What follows belongs to an exercise in optimizing a design on an open flow for small area; a production flow would make more cautious choices. Function was checked by simulation only, so behaviour that the tests miss may differ from the original. No activity file was given, so power comes from the tool's default toggle rates.

<file path="flow/config.mk">
export PLATFORM = sky130hd
export DESIGN_NAME = programmer
export DESIGN_NICKNAME = programmer
export VERILOG_FILES = /design/flow/design.v
export SDC_FILE = /design/flow/constraint.sdc
export NUM_CORES = 4
export LEC_CHECK = 0
export ABC_AREA = 1
export CAP_MARGIN = 20
export CORE_MARGIN = 2
export CORE_UTILIZATION = 70
export CTS_BUF_LIST = sky130_fd_sc_hd__clkbuf_16
export CTS_CLUSTER_DIAMETER = 150
export CTS_CLUSTER_SIZE = 25
export PLACE_DENSITY = 0.8
export SLEW_MARGIN = 20
</file>
<file path="flow/constraint.sdc">
create_clock -name core_clock -period 8.0 [get_ports {sys_clk}]
set_input_delay 1.6000 -clock core_clock [delete_from_list [all_inputs] [get_ports {sys_clk}]]
set_output_delay 1.6000 -clock core_clock [all_outputs]
set_load 0.01 [all_outputs]
</file>
<file path="flow/design.v">
module programmer (
	input 			sys_clk,
	input 			sys_nrst,
	input 			MISO,
	output			MOSI,
	output			SCK,
	output 			NSS,
	input [15:0] 	command,
	input 			out_fifo_empty,
	input [15:0]	out_fifo_rd_data,
	output			out_fifo_rd_en,
	output reg 		program_done,
	output reg 		verify_done,
	output reg 		program_error,
	output reg 		spi_violation_err,
	output reg 		spi_process_err
);
reg			tx;			 
reg			wt;			 
reg			nss_r;
reg			sck_r;
reg			mosi_r;
reg [7:0]	tm;			 
reg [3:0]	bit_cnt;	 
wire		done = bit_cnt[3] & !tx;	 
reg [7:0]	sh;			 
assign NSS  = nss_r;
assign SCK  = sck_r | nss_r;
assign MOSI = mosi_r;
reg			spi_enable;
reg			spi_wr_req;
reg [4:0]	wp, rp;
wire		fifo_empty = (wp == rp);
wire		fifo_full  = (wp[4] != rp[4]) && (wp[3:0] == rp[3:0]);
wire		fifo_rd_req;
wire		fifo_wr_req;
wire		fifo_rd_en = fifo_rd_req & !fifo_empty;
wire		fifo_wr_en = fifo_wr_req & !fifo_full;
reg			fifo_zero;	 
reg [15:0]	fifo_q;		 
reg [3:0]	cr;			 
reg [2:0]	fst;
reg [2:0]	hs;			 
reg [15:0]	fb;			 
reg [32:0]	rem;		 
reg			ones;		 
reg [15:0]	crc;
reg [3:0]	cnt;		 
reg [4:0]	ncomp;		 
reg [2:0]	kq;			 
reg [21:0]	r0, r1, r2, r3;
reg [1:0]	ph;
reg [1:0]	cidx;		 
reg			pend_dec;	 
reg			is_one;		 
localparam	F_IDLE = 3'd0, F_LOAD = 3'd1, F_CRC = 3'd2, F_READ = 3'd4, F_READW = 3'd5, F_WRITE = 3'd6, F_WRITEW = 3'd7;
wire		out_fifo_rd_req = (fst == F_READW);
assign		out_fifo_rd_en  = out_fifo_rd_req & !out_fifo_empty;
assign		fifo_wr_req     = (fst == F_WRITEW);
localparam	H_W1 = 3'd0, H_W2 = 3'd1, H_W3 = 3'd2, H_CLO = 3'd3, H_CHI = 3'd4, H_CRC = 3'd5, H_DATA = 3'd6;
wire		fifo_sync_rst = (fst == F_READ) && (hs == H_W1);
wire		start_program = (fst == F_CRC) && (hs == H_DATA) && (cnt == 4'd0) && cr[2];
wire		crc_ok   = (crc == fb);
wire		rem_more = !rem[32] && ((|rem[31:3]) || (rem[2:0] == 3'd7));	 
reg [4:0]	ps;			 
reg [1:0]	pre;		 
reg [1:0]	dc;			 
reg [15:0]	pb;			 
localparam	P_IDLE = 5'd0, P_ISCEN = 5'd1, P_ISCST = 5'd2, P_FINIT = 5'd3,
			P_CINIT = 5'd4, P_CSEL = 5'd5, P_CCHK = 5'd6, P_CSTART = 5'd7,
			P_CRDF = 5'd8, P_DRDF = 5'd9, P_CSEND = 5'd10, P_CSET = 5'd11,
			P_DINIT = 5'd12, P_DSCMD = 5'd13, P_DCHKW = 5'd14, P_DCHKR = 5'd15,
			P_DSTW = 5'd16, P_DSTR = 5'd17, P_DSDUM = 5'd18, P_DRDUM = 5'd19,
			P_DRDIG = 5'd20, P_ISCDIS = 5'd22, P_REL = 5'd23,
			P_CRDFW = 5'd24, P_DRDFW = 5'd25;
assign		fifo_rd_req = (ps == P_CRDFW) || (ps == P_DRDFW);
localparam	R_STEP = 2'd0, R_W1 = 2'd1, R_HWS = 2'd2, R_W2 = 2'd3;
wire		spi_free  = !tx & !spi_wr_req;
wire [1:0]	slot3   = 2'd3 - ph;			 
wire		hit_c   = (slot3 == cidx);
wire		hit_w   = (slot3 == kq[1:0] - 1'b1);	 
wire		ring_clr = (hs == H_W1) || (hs == H_W2);	 
wire		ring_wlo = (fst == F_CRC) && (hs == H_CHI) && hit_w;
wire		ring_whi = (fst == F_CRC) && (hs == H_CLO || hs == H_CRC) && (kq != 0) && hit_w;
wire		ring_dec = pend_dec && hit_c;
wire [21:0]	r3_dec  = r3 - 1'b1;
reg [21:0]	ring_in;
always @(*) begin
	ring_in = ring_dec ? r3_dec : r3;
	if (ring_wlo)
		ring_in[15:0] = fb;
	if (ring_whi)
		ring_in[21:16] = fb[5:0];
	if (ring_clr)
		ring_in = 22'b0;
end
reg [127:0]	sa, sb;
reg			wpend;		 
reg			rd_late;	 
wire [3:0]	wp_prev = wp[3:0] - 1'b1;
wire [3:0]	rp_prev = rp[3:0] - 1'b1;
wire		mem_we  = sys_nrst && !fifo_sync_rst && fifo_wr_en;
wire		we_now  = mem_we && (wp[0] ^ ph[0]);
wire		rd_now  = !(rp[0] ^ ph[0]);		 
wire [2:0]	rd_ring = rd_late ? rp_prev[3:1] : rp[3:1];
reg [7:0]	ring_we;
integer		ri, si;
always @(*) begin
	for (ri = 0; ri < 8; ri = ri + 1)
		ring_we[ri] = (we_now && wp[3:1] == ri) || (wpend && wp_prev[3:1] == ri);
	fifo_q = 16'b0;
	for (ri = 0; ri < 8; ri = ri + 1)
		fifo_q = fifo_q | (sa[ri*16 +: 16] & {16{!fifo_zero && rd_ring == ri}});
end
wire		wait_end  = tm[7] & tm[6] & tm[3];	 
wire		tm_end    = tm[5] & tm[3] & tm[2] & tm[1] & tm[0];	 
wire [7:0]	pb_byte   = rd_late ? fifo_q[7:0] : cnt[0] ? pb[15:8] : pb[7:0];
always @(posedge sys_clk) begin
	if (nss_r) begin
		sck_r <= 1'b1;
		tm <= 0;
		mosi_r <= 0;
		bit_cnt <= 0;
	end
	else begin
		if (bit_cnt[3] & !tx)
			bit_cnt <= 0;
		if (tm_end) begin
			tm <= 0;
			if (tx) begin
				sck_r <= !sck_r;
				if (sck_r)
					mosi_r <= sh[7];
				else begin
					sh <= {sh[6:0], MISO};
					bit_cnt <= bit_cnt + 1'b1;
				end
			end
		end
		else
			tm <= tm + 1'b1;
	end
	if (!sys_nrst) begin
		tx <= 0;
		wt <= 0;
		nss_r <= 1'b1;
		wp <= 0;
		rp <= 0;
		fst <= F_IDLE;
		spi_enable <= 0;
		spi_wr_req <= 0;
		cr <= 0;
		spi_violation_err <= 0;
		spi_process_err <= 0;
		program_error <= 0;
		verify_done <= 0;
		ps <= P_IDLE;
		pre <= R_STEP;
		program_done <= 0;
	end
	else begin
		if (tx) begin
			if (bit_cnt[3]) begin
				tx <= 0;
				wt <= 1'b1;
			end
		end
		else if (wt) begin
			if (spi_enable & spi_wr_req) begin
				wt <= 0;
				tx <= 1'b1;
			end
			else if (!spi_enable)
				wt <= 0;
		end
		else begin
			if (spi_enable) begin
				nss_r <= 0;
				tx <= 1'b1;
			end
			else
				nss_r <= 1'b1;
		end
		if (fifo_sync_rst) begin
			wp <= 0;
			rp <= 0;
		end
		else begin
			if (fifo_wr_en)
				wp <= wp + 1'b1;
			if (fifo_rd_en)
				rp <= rp + 1'b1;
		end
		spi_wr_req <= 0;
		case (fst)
			F_IDLE: begin
				if (cr[3:1] != 0) begin
					hs <= H_W1;
					kq <= 0;
					fifo_zero <= (cr[1:0] != 2'b10);
					crc <= 16'hffff;
					cnt <= 0;
					verify_done <= 0;
					fst <= F_READ;
				end
				else
					cr <= command[3:0];
			end
			F_READ, F_READW: begin
				if (out_fifo_rd_en) begin
					fb <= out_fifo_rd_data;
					fst <= F_LOAD;
				end
				else
					fst <= F_READW;
			end
			F_LOAD: begin
				fst <= F_CRC;
				if (hs[2:1] != 2'b00)
					rem[32:1] <= rem[32:1] - 1'b1;
				case (hs)
					H_W1: begin
						rem[15:0] <= fb;
						ones <= &fb;
						hs <= H_W2;
					end
					H_W2: begin
						rem[32:16] <= {1'b0, fb};
						ones <= ones & (&fb);
						hs <= H_W3;
					end
					H_W3: begin
						ncomp <= fb[4:0];
						hs <= (fb[4:0] == 0) ? H_CRC : H_CLO;
					end
					H_CLO: begin
						if (ncomp > 5'd4) begin
							cr <= 0;
							fst <= F_IDLE;
						end
						else begin
							kq <= kq + 1'b1;
							hs <= H_CHI;
						end
					end
					H_CHI: begin
						hs <= (kq == ncomp[2:0]) ? H_CRC : H_CLO;
					end
					H_CRC: begin
						if (!crc_ok) begin
							cr <= 0;
							fst <= F_IDLE;
						end
						else begin
							hs <= H_DATA;
						end
					end
					default: begin
						if (rem_more) begin
							if (cr[3] | cr[2])
								fst <= F_WRITE;
						end
						else begin
							if (cr[1] & crc_ok & !ones)
								verify_done <= 1'b1;
							cr <= 0;
							fst <= F_IDLE;
						end
					end
				endcase
			end
			F_CRC: begin
				cnt <= cnt + 1'b1;
				if (cnt == 4'd15)
					fst <= F_READ;
				crc <= {1'b0, crc[15:1]} ^ ((crc[0] ^ fb[cnt]) ? 16'h8408 : 16'h0000);
			end
			F_WRITE, F_WRITEW: begin
				if (fifo_wr_en)
					fst <= F_READ;
				else
					fst <= F_WRITEW;
			end
			default: ;
		endcase
		case (pre)
			R_W1, R_W2: begin
				if (wait_end) begin
					tm <= 0;
					pre <= (pre == R_W1) ? R_HWS : R_STEP;
				end
				else
					tm <= tm + 1'b1;
			end
			R_HWS: begin
				if (!spi_enable) begin
					begin	 
						spi_enable <= 1'b1;
						spi_wr_req <= 1'b1;
						sh <= 8'h00;
					end
				end
				else if (done) begin
					spi_enable <= 0;
					if (sh[2] | sh[3]) begin
						spi_violation_err <= sh[2];
						spi_process_err <= sh[3];
						program_error <= 1'b1;
						ps <= P_IDLE;
						pre <= R_STEP;
					end
					else begin
						tm <= 0;
						pre <= (sh[1] & !sh[0]) ? R_W2 : R_W1;
					end
				end
			end
			default: begin
				case (ps)
					P_IDLE: begin
						if (start_program) begin
							program_done <= 0;
							program_error <= 0;
							ps <= P_ISCEN;
							pre <= R_HWS;
						end
					end
					P_ISCEN: begin
						if (!spi_enable) begin
							begin	 
								spi_enable <= 1'b1;
								spi_wr_req <= 1'b1;
								sh <= 8'h0B;
								cnt <= 0;
							end
						end
						else if (done) begin
							if (!cnt[2]) begin
								cnt <= cnt + 1'b1;
								spi_wr_req <= 1'b1;
								sh <= {2'b00, cnt[1] & cnt[0], 1'b0, cnt[1] & cnt[0], 2'b00, cnt[1] ~^ cnt[0]};	 
							end
							else begin
								spi_enable <= 0;
								tm <= 0;
								ps <= P_ISCST;
								pre <= R_W1;
							end
						end
					end
					P_ISCST: begin
						if (!spi_enable) begin
							begin	 
								spi_enable <= 1'b1;
								spi_wr_req <= 1'b1;
								sh <= 8'h01;
							end
						end
						else if (done) begin
							spi_enable <= 0;
							if (sh[0]) begin
								program_error <= 1'b1;
								ps <= P_IDLE;
							end
							else begin
								tm <= 0;
								ps <= P_FINIT;
								pre <= R_W1;
							end
						end
					end
					P_FINIT: begin
						if (!spi_enable) begin
							begin	 
								spi_enable <= 1'b1;
								spi_wr_req <= 1'b1;
								sh <= 8'hAE;
								cnt <= 0;
							end
						end
						else if (done) begin
							if (!cnt[0]) begin
								cnt <= cnt + 1'b1;
								spi_wr_req <= 1'b1;
								sh <= {6'b0, cr[3:2]};
							end
							else begin
								spi_enable <= 0;
								ps <= P_CINIT;
							end
						end
					end
					P_CINIT: begin
						cidx <= 0;
						ps <= P_CCHK;
					end
					P_CSEL: begin
						cidx <= cidx + 1'b1;
						ncomp <= ncomp - 1'b1;
						if (ncomp == 5'd1) begin
							tm <= 0;
							ps <= P_ISCDIS;
							pre <= R_W1;
						end
						else
							ps <= P_CCHK;
					end
					P_CCHK: begin
						tm <= 0;
						ps <= P_CSTART;
						pre <= R_W1;
					end
					P_CSTART: begin
						spi_enable <= 1'b1;
						spi_wr_req <= 1'b1;
						sh <= 8'hEE;
						cnt <= 0;
						ps <= P_CRDF;
					end
					P_CRDF, P_DRDF, P_CRDFW, P_DRDFW: begin
						if (fifo_rd_en) begin
							if (rd_now)
								pb <= fifo_q;
							ps <= ps[0] ? P_DRDIG : P_CSEND;
						end
						else
							ps <= {2'b11, ps[2:0]};
					end
					P_CSEND: begin
						if (spi_free) begin
							spi_wr_req <= 1'b1;
							cnt <= cnt + 1'b1;
							sh <= pb_byte;
							if (cnt[0])
								ps <= (cnt == 4'd15) ? P_CSET : P_CRDF;
						end
					end
					P_CSET: begin
						if (spi_free) begin
							spi_enable <= 0;
							pend_dec <= 1'b1;
							if (is_one) begin
								dc <= 0;
								ps <= P_DINIT;
							end
							else
								ps <= P_CCHK;
						end
					end
					P_DINIT: begin
						cnt <= 0;
						dc <= dc + 1'b1;
						ps <= (dc == 2'd3) ? P_CSEL : P_DCHKW;
					end
					P_DCHKW, P_DCHKR: begin
						tm <= 0;
						ps <= (ps == P_DCHKW) ? P_DSTW : P_DSTR;
						pre <= R_W1;
					end
					P_DSTW, P_DSTR: begin
						spi_enable <= 1'b1;
						spi_wr_req <= 1'b1;
						sh <= (ps == P_DSTW) ? 8'hF2 : 8'h01;
						cnt <= 0;
						ps <= (ps == P_DSTW) ? P_DSCMD : P_DRDUM;
					end
					P_DSCMD: begin
						if (spi_free) begin
							spi_wr_req <= 1'b1;
							sh <= {6'b0, dc};
							ps <= P_DSDUM;
						end
					end
					P_DSDUM: begin
						if (spi_free) begin
							cnt <= cnt + 1'b1;
							if (cnt == 4'd15) begin
								spi_enable <= 0;
								ps <= P_DCHKR;
							end
							else begin
								spi_wr_req <= 1'b1;
								sh <= 8'h00;
							end
						end
					end
					P_DRDUM: begin
						if (spi_free) begin
							spi_wr_req <= 1'b1;
							sh <= 8'h00;
							cnt <= cnt + 1'b1;
							if (dc[1] ? (cnt[2:0] == 3'd0) : (cnt[2:0] == 3'd4)) begin
								cnt <= 0;
								ps <= P_DRDF;
							end
						end
					end
					P_DRDIG: begin
						if (spi_free) begin
							cnt <= cnt + 1'b1;
							if (sh != pb_byte) begin
								spi_enable <= 0;
								program_error <= 1'b1;
								ps <= P_IDLE;
							end
							else if (cnt[0] &&
								((dc == 2'd1 && cnt == 4'd11) ||
								 (dc == 2'd2 && cnt == 4'd15) ||
								 (dc == 2'd3 && cnt == 4'd3))) begin
								spi_enable <= 0;
								ps <= P_DINIT;
							end
							else begin
								spi_wr_req <= 1'b1;
								sh <= 8'h00;
								if (cnt[0])
									ps <= P_DRDF;
							end
						end
					end
					P_ISCDIS, P_REL: begin
						if (!spi_enable) begin
							begin	 
								spi_enable <= 1'b1;
								spi_wr_req <= 1'b1;
								sh <= (ps == P_ISCDIS) ? 8'h0C : 8'h23;
							end
						end
						else if (done) begin
							spi_enable <= 0;
							if (ps == P_ISCDIS) begin
								tm <= 0;
								ps <= P_REL;
								pre <= R_W1;
							end
							else begin
								program_done <= 1'b1;
								ps <= P_IDLE;
							end
						end
					end
					default: ;
				endcase
			end
		endcase
	end
	r1 <= r0;
	r2 <= r1;
	r3 <= r2;
	r0 <= ring_in;
	if (hit_c)
		is_one <= (ring_in == 22'd1);
	if (!sys_nrst)
		ph <= 0;
	else
		ph <= ph + 1'b1;
	if (!sys_nrst || ring_dec)
		pend_dec <= 0;
	sb <= sa;
	for (si = 0; si < 8; si = si + 1)
		sa[si*16 +: 16] <= ring_we[si] ? fb : sb[si*16 +: 16];
	wpend <= sys_nrst && mem_we && !(wp[0] ^ ph[0]);
	rd_late <= sys_nrst && fifo_rd_en && !rd_now;
	if (rd_late)
		pb <= fifo_q;
end
endmodule
</file>
<file path="flow/flow/run.sh">
#!/bin/bash
# The standard layout (standard.sh, with its standard synthesis) with
# these changes:
#  - after the standard synthesis, the logic between the registers is mapped
#    again for area by ABC (remap.ys / remap.abc); the registers are kept
#    as the standard synthesis made them (same instances, names, cell types);
#  - the input and output port buffers are the smallest buffer (buf_1);
#  - clock tree synthesis adds no dummy loads.
# Logs: standard_synth.log, remap.log, standard.log here; ORFS's own logs
# under orfs/logs.
set -euo pipefail
export BUFFER_PORTS_ARGS="-buffer_cell sky130_fd_sc_hd__buf_1"
export CTS_ARGS="-sink_clustering_enable -repair_clock_nets -sink_clustering_size 25 -sink_clustering_max_diameter 150 -buf_list sky130_fd_sc_hd__clkbuf_16 -dont_use_dummy_load"

bash standard.sh synth > standard_synth.log 2>&1

RES=orfs/results/${FLOW_PLATFORM}/programmer/base
LIB=${FLOW_HOME}/platforms/${FLOW_PLATFORM}/lib/sky130_fd_sc_hd__tt_025C_1v80.lib
YOSYS=yosys
if [ -x "${FLOW_HOME}/../tools/install/yosys/bin/yosys" ]; then
  YOSYS="${FLOW_HOME}/../tools/install/yosys/bin/yosys"
fi
DONTUSE=""
for c in $(sed -n '/^export DONT_USE_CELLS/,/^$/p' ${FLOW_HOME}/platforms/${FLOW_PLATFORM}/config.mk | tr -d '\\' | tr ' ' '\n' | grep '^sky130'); do
  DONTUSE="$DONTUSE -dont_use $c"
done
cp ${RES}/1_2_yosys.v standard_1_2_yosys.v
sed -e "s#LIBFILE#${LIB}#g" -e "s#NETLIST_IN#$(pwd)/standard_1_2_yosys.v#" \
    -e "s#NETLIST_OUT#$(pwd)/remapped_1_2_yosys.v#" -e "s#ABCSCRIPT#$(pwd)/flow/remap.abc#" \
    -e "s#DONTUSE#${DONTUSE}#" flow/remap.ys > remap_run.ys
"${YOSYS}" -s remap_run.ys > remap.log 2>&1
cp remapped_1_2_yosys.v ${RES}/1_2_yosys.v
touch ${RES}/1_2_yosys.v
rm -f ${RES}/1_synth.odb ${RES}/1_synth.sdc

bash standard.sh > standard.log 2>&1
</file>
<file path="flow/flow/remap.abc">
strash
&get -n
&deepsyn -T 90
&put
strash
dch -f
amap
strash
dch -f
amap
strash
dch -f
amap
strash
dch -f
amap
strash
dch -f
amap
strash
dch -f
amap
strash
dch -f
amap
strash
dch -f
amap
strash
dch -f
amap
strash
dch -f
amap
topo
dnsize
</file>
<file path="flow/flow/remap.ys">
# Re-map the standard synthesis's logic between its registers for area.
# The registers (dfxtp / edfxtp instances) are kept as they are, with their
# names and cell types; only the combinational cells are mapped again.
read_liberty -ignore_miss_func -ignore_miss_dir LIBFILE
read_verilog NETLIST_IN
hierarchy -top programmer
blackbox sky130_fd_sc_hd__dfxtp_1 sky130_fd_sc_hd__edfxtp_1
setattr -set keep 1 t:sky130_fd_sc_hd__dfxtp_1 t:sky130_fd_sc_hd__edfxtp_1
flatten
opt -purge
abc -liberty LIBFILE DONTUSE -script ABCSCRIPT
opt -purge
stat -liberty LIBFILE
write_verilog -noattr -nohex -nodec NETLIST_OUT
</file>
<file path="flow/standard.sh">
#!/bin/bash
# synth_recipe.tcl (not shown) runs the flow's synth.tcl, then flattens the netlist and writes it again
# the make line also repeats each setting of config.mk as NAME=value (left out here)
make -C /OpenROAD-flow-scripts/flow DESIGN_CONFIG=/design/flow/config.mk WORK_HOME=/design/flow/orfs CLKGATE_MAP_FILE= SYNTH_SCRIPT=/design/flow/synth_recipe.tcl "${@:-finish}"
</file>
==> summary.md <==
| Metric | Value |
|---|---|
| Routed via count | 13700 |
| Tmin final | 6.39 ns |
| Total Routed Length | 45.3 mm |
| Buffer count from post-CTS setup fixing | 0 |
| Most frequent cells in the layout | 405 x dfxtp_1, 295 x nor2_1, 192 x a21oi_1 |
| Clock latency on the worst-skew pair | 0.58 ns |
| Most common cell after layout, fill and taps aside | dfxtp_1 |
| Slew HR | 28.5% |
| Grt total ovfl | 0 |
| Hold Crit Class | flop to flop |
| Post_cts resized | 0 |
| Number of DRC markers in iteration 0 | 1635 |
| Routed Antenna Nets | 0 |
| Boundary Pins | 45 |
| Drc violations | 0 |
| Initial antenna violation count | 1 |
| PortBufs | 32 |
| F_max | 156 MHz |
| Setup TNS | 0 ns |
| Unrepaired setup endpoints after global routing | no |
| Largest net degree at the start of global routing | 33 |
| WL/cell | 21.5 µm |
| Overall Global Routing Usage | 35.1% |
| Critical Path Sink Type | flop |
| CTS tree | done |
| Worst Path Buf+Inv | 11 |
| Fraction of layout cells with a size suffix above 1 | 3.30% |
| Ant. Diodes | 0 |
| Delay-heaviest family, CP | simple AND/OR/NAND/NOR gates |
| Critical path class | flop to flop |
| Vias per inst | 6.48 |
| Max stage delay on crit path | 0.41 ns |
| Hold Fails Final Rpt | 0 |
| Die H | 162 µm |
| Peak VDD IR | 233 µV |
| Worst path most repeated cell | nor2_1 |
| Synthesis-to-finish area growth | 8.00% |
| Vias in the first global route | 13500 |
| Final GP Congestion | 0.963 |
| Status | finished clean |
| Post-Synthesis Cell Area | 0.0174 mm² |
| First-pass GRT wire length | 72.1 mm |
| Hold WS | 0.319 ns |
| CTS sink cnt | 508 |
| Post-Route Skew | 0.0563 ns |
| Fill cells | 1594 |
| Avg Synthesized Cell Area | 10.2 µm² |
| Core footprint | 0.0243 mm² |
| Final setup fails | 0 |
| Crit path DAT | 6.68 ns |
| Starting Density | 71.4% |
| Row cnt | 57 |
| Crit path required time | 8.28 ns |
| Root Buffer | clkbuf_16 |
| CTS Buf Count | 24 |
| Mapped Cells | 1711 |
| Ratio of final minimum period to clock period | 79.9% |
| Cell Pwr Density | 245 mW/mm² |
| Post-Place Cells | 2087 |
| Dpl hpwl | 29.8 mm |
| DR pass1 iterations | 6 |
| Clock Path Buffers | 3 |
| Worst slew pin tran | 1.07 ns |
| Final Non-Filler Cells | 2111 |
| H-tree depth | 1 |
| Die area | 0.0261 mm² |
| Hold-fix buffers, CTS | 0 |
| Die width | 162 µm |
| Slowest CP cell | dfxtp_1 |
| Final Max Slew Viols | 0 |
| Worst-path maximum fanout | 5 |
| Lkg Pwr | 6.55 nW |
| Post-layout nets | 1825 |
| Clk slew on worst S/H paths | 0.11 ns |
| Startpoint Class | flop |
| Max cap viols | 0 |
| Syn nets | 1747 |
| R2R Setup Slk | 1.61 ns |
| Yosys warns | 1 |
[power breakdown]
part / leakage [nW] / switching (W) / internal (W)
clock: 0.296 / 0.000751 / 0.000537
combinational: 2.04 / 0.000331 / 0.000148
sequential: 4.22 / 0.0000821 / 0.00274
[stage by stage]
| stage | util (%) | cell area (µm²) | power (W) | setup WS, ns |
|---|---|---|---|---|
| finish | 77.1 | 18800 | 0.00459 | 1.61 |
| global route | 77.1 | 18800 | 0.00473 | 0.912 |
| CTS | 77.1 | 18800 | 0.00457 | 1.62 |
| detailed placement | 74.7 | 18200 | 0.00334 | 1.75 |
| global placement | 74.7 | 18200 | 0.00332 | 1.87 |
| floorplan | - | 17400 | 0.00317 | 2.57 |
[final timing paths]
| kind | to | cells after the start | start |
|---|---|---|---|
| worst max-delay path | is_one$_DFFE_PN_ | 38 | ph[1]$_SDFF_PN0_ |
| worst min register to register | sb[1]$_DFF_P_ | 0 | sa[1]$_DFF_P_ |
| worst min-delay path | sb[1]$_DFF_P_ | 0 | sa[1]$_DFF_P_ |
| worst max register to register | is_one$_DFFE_PN_ | 38 | ph[1]$_SDFF_PN0_ |
[worst register-to-register path, delay by kind of cell (launching register included)]
kind / cells / cell delay (ns)
compound gates: 3 / 0.69
simple gates: 24 / 3.84
buf+inv: 11 / 1.21
flops: 1 / 0.41
[routing by layer]
metal  GRT usage [%]  up-vias  part of all wire, %
met5               0        -                0.029
met4            13.8        2                  4.2
li1                -     6346                    -
met3            5.11      125                  8.3
met2            58.3      681                   47
met1            47.0     6529                   40
[sequential cells by signal, indices dropped and copies added (netlist names), 5 cells and up]
signal  flops
crc        16
fb         16
ncomp       5
pb         16
ps          5
r0         22
r1         22
r2         22
r3         22
rem        33
rp          5
sa        128
sb        128
sh          8
tm          8
wp          5
[layout make-up]
| type | instances | area (µm²) | area share (%) |
|---|---|---|---|
| Sequential cell | 508 | 11200 | 59.7 |
| Multi-Input combinational cell | 1053 | 5720 | 30.5 |
| Clock buffer | 24 | 601 | 3.20 |
| Inverter | 150 | 563 | 3.00 |
| Tap cell | 324 | 405 | 2.16 |
| Timing Repair Buffer | 52 | 270 | 1.44 |

static timing again, ports no longer ideal:
How much do the figures lean on ideal ports? The routed layout below was timed once more, with nothing changed but the port constraints.
Step 1: set_driving_cell puts a clkbuf_16 on sys_clk and a buf_2 on each other input, an assumption about the parent block.
Step 2 times the ports against the registers' clock, not the clock port: input delays grow and output delays shrink by t, the midpoint of the rising clock arrivals with the driver on.
Three values: ideal ports, drivers, drivers and shift; two values: the first two.
shift t [ns]: 0.599
setup WS [ns]: 1.608 / 1.608 / 1.608
hold WS [ns]: 0.319 / 0.319 / 0.319
worst setup path after step 2: register to register
After both steps setup and hold are still met in this run. For this run, drivers alone change the setup slack by 0.000 ns; drivers and shift together by 0.000 ns.
